What follows belongs to an exercise in optimizing a design on an open flow for a short achievable clock period and few clock cycles; a production flow would make more cautious choices. The RTL was checked by simulation tests, not by an equivalence proof against the original design. Power and IR drop assume default switching activity.

## nr_mcu
module nr_mcu(clk, enable, code_addr, code_din, emif_addr, emif_wr_n, emif_rd_n, emif_din, emif_dout);
   input            clk;
   input            enable;
   output [15:0]    code_addr;
   input [39:0]     code_din;
   output [31:0]    emif_addr;
   reg [31:0]       emif_addr;
   output           emif_wr_n;
   reg              emif_wr_n;
   output           emif_rd_n;
   reg              emif_rd_n;
   output [31:0]    emif_din;
   reg [31:0]       emif_din;
   input [31:0]     emif_dout;
   localparam K_READ = 0, K_WRITE = 1, K_IREAD = 2, K_IWRITE = 3, K_SET = 4,
              K_ADD = 5, K_AND = 6, K_OR = 7, K_XOR = 8, K_SHL = 9, K_SHR = 10,
              K_SHL4 = 11, K_SHR4 = 12, K_DELAY = 13;
   localparam NK = 14;
   integer i;
   reg [15:0]       pc_f;
   reg              d_v;
   reg [15:0]       d_pc1;
   reg              sk_v;
   reg [39:0]       sk_w;
   reg [15:0]       sk_pc1;
   reg              halted;
   reg [15:0]       bk1, bk2, bk3, bk4;
   reg              push_p, pop_p;
   reg [15:0]       push_v;
   reg              r_v;
   reg [NK-1:0]     r_k;
   reg [31:0]       r_dat;
   reg              r_datz;
   reg [31:0]       r_sel;           
   reg              r_started;       
  ...
Size: roughly 160 I/O pins, about 62,000 µm² of cells after synthesis.
==> flow/config.mk <==
export PLATFORM = sky130hd
export DESIGN_NAME = nr_mcu
export DESIGN_NICKNAME = nr_mcu
export VERILOG_FILES = /design/flow/design.v
export SDC_FILE = /design/flow/constraint.sdc
export NUM_CORES = 4
export LEC_CHECK = 0
export ABC_CLOCK_PERIOD_IN_PS = 1000
export CAP_MARGIN = 20
export CORE_MARGIN = 2
export CORE_UTILIZATION = 35
export SETUP_SLACK_MARGIN = 4.5
export SLEW_MARGIN = 20
==> flow/constraint.sdc <==
create_clock -name core_clock -period 7.0 [get_ports {clk}]
set_input_delay 1.4000 -clock core_clock [delete_from_list [all_inputs] [get_ports {clk}]]
set_output_delay 1.4000 -clock core_clock [all_outputs]
set_load 0.01 [all_outputs]
run.sh (not shown) runs the stock make flow with config.mk's settings and CLKGATE_MAP_FILE= SYNTH_SCRIPT=/design/flow/synth_recipe.tcl, a recipe that flattens the netlist after the stock synthesis.
The first run completed with no timing, DRC or antenna violations.
Testbench counts at the start, summed over its fixed seeds: cycles 59,949.
==> next run, changes <==
- ABC_CLOCK_PERIOD_IN_PS: 1000 -> 1500
- CORE_UTILIZATION: 35 -> 30
- SETUP_SLACK_MARGIN: 4.5 -> 4.4
After rerunning: The new run completed without violations; power goes down by 0.76%; cell count increases by 5.9%; worst hold slack improved by 0.0031 ns; cell area increases by 1.3%; utilization went down by 5.8 points; clock-buffer cell count is higher by 4.
==> next run, changes <==
- CORE_UTILIZATION: 30 -> 35
- CTS_CLUSTER_DIAMETER: default -> 60
- CTS_CLUSTER_SIZE: default -> 20
- SETUP_SLACK_MARGIN: 4.4 -> 4.6
Effect:
- The changed run went through all stages and came out clean
- power goes down by roughly a tenth
- design area fell by a few percent
- die area goes down by about a fifth
- cell count fell by a few percent
- wire length is lower by a few percent
==> next run, changes <==
- CTS_CLUSTER_DIAMETER: 60 -> default
- CTS_CLUSTER_SIZE: 20 -> default
- PLACE_DENSITY_LB_ADDON: default -> 0.1
- SETUP_SLACK_MARGIN: 4.6 -> 4.2
What happened:
- cell count climbs slightly
- global-route usage climbs by 2.6 points
- synthesized cell count stays the same
- power climbs by roughly a tenth
- die area stays the same
- critical path depth stays the same
- non-clock buffer count drops by 6

nr_mcu again, from the RTL that the note above started with.
Settings: LEC_CHECK=0, ABC_CLOCK_PERIOD_IN_PS=1200, CAP_MARGIN=20, CORE_MARGIN=2, CORE_UTILIZATION=40, SETUP_SLACK_MARGIN=4.6, SLEW_MARGIN=20; clock period 7.0 ns.
Testbench counts at the start, summed over its fixed seeds: cycles 59,949.
Rerun with:
- ABC_CLOCK_PERIOD_IN_PS: 1200 -> 1500
- CORE_UTILIZATION: 40 -> 35
- CTS_CLUSTER_DIAMETER: default -> 60
- CTS_CLUSTER_SIZE: default -> 20
- SETUP_SLACK_MARGIN: 4.6 -> 4.4
Outcome: The new run completed without violations. Critical path depth decreases by 12. Routed wire length went down by about 2.1%. Via count is lower by about 2%. Area after synthesis is unchanged. Final area falls by about 2.6%. Count of clock-buffer cells in the layout fell by 96. Fmax is higher by about 0.4%. Worst hold slack gets worse by 0.016 ns. Global-route usage falls by 4.0 points. Total power came out lower by 7.4%. First-iteration DRC count fell by 1.8%.
Rerun with:
- CTS_CLUSTER_DIAMETER: 60 -> default
- CTS_CLUSTER_SIZE: 20 -> default
Cell count came out higher by 1.9%.
Non-clock buffer count came out higher by 22.
Cell area came out higher by 2.6%.
Via count came out higher by 1.1%.
Total power came out higher by 9.8%.
Global-route usage came out higher by 0.20 points.
Setup slack got worse by 0.015 ns.
Combinational power came out higher by about 4%.
Flip-flop and latch count does not change.
Wire length came out higher by 0.58%.
Clock power came out higher by 25%.
Rerun with:
- TNS_END_PERCENT: default -> 20
Routed wire length is lower by 0.77%; total power fell by 1.8%; sequential power barely changes; setup slack hardly moves; synthesized area does not change; register-to-register slack hardly moves; final cell count shrinks by 0.32%; flip-flop and latch count does not change; final area shrinks by 1.3%.
Rerun with:
- GPL_ROUTABILITY_DRIVEN: default -> 0
- TNS_END_PERCENT: 20 -> default
After rerunning: Routed wire length stays flat. Utilization goes up by 0.48 points. Via count came out higher by about 1%. Die area does not change.

[separate check: timing with driven ports]
The flow's constraints put no driver on any port. The routed layouts listed below were extracted and timed again, unchanged, in two steps. Step 1 assumes that a clkbuf_16 drives the clock port and a buf_2 every other input. Step 2 times the ports against the registers' clock, not the clock port: input delays grow and output delays shrink by t, the midpoint of the rising clock arrivals with the driver on. Slacks: ideal / step 1 / step 2; pairs: ideal / step 1.
run	t, ns	setup slack, ns	hold slack, ns	worst register clock-pin slew, ns	cell pins on the clock port's net
the first run of note 1	0.878	3.979 / 3.901 / 3.293	0.332 / 0.332 / 0.332	0.08 / 0.08	1
the second run of note 1	0.859	3.970 / 3.891 / 3.338	0.335 / 0.335 / 0.335	0.07 / 0.07	1
the third run of note 1	0.832	3.961 / 3.880 / 3.214	0.323 / 0.323 / 0.323	0.09 / 0.09	1
the fourth run of note 1	0.889	4.055 / 3.975 / 3.232	0.337 / 0.337 / 0.337	0.07 / 0.07	1
the first run of note 2	0.885	4.016 / 3.977 / 3.274	0.337 / 0.337 / 0.337	0.07 / 0.07	1
the second run of note 2	0.826	4.028 / 3.948 / 3.334	0.321 / 0.321 / 0.321	0.09 / 0.09	1
the third run of note 2	0.869	4.013 / 3.930 / 3.346	0.296 / 0.296 / 0.296	0.07 / 0.07	1
the fourth run of note 2	0.859	4.011 / 3.931 / 3.351	0.304 / 0.304 / 0.304	0.07 / 0.07	1
the fifth run of note 2	0.873	4.002 / 3.918 / 3.275	0.325 / 0.325 / 0.325	0.07 / 0.07	1
After both steps every run listed still meets setup and hold. The setup slack of the fourth run of note 1, which loses most, moves by -0.080 ns with the drivers and by -0.823 ns with both steps.
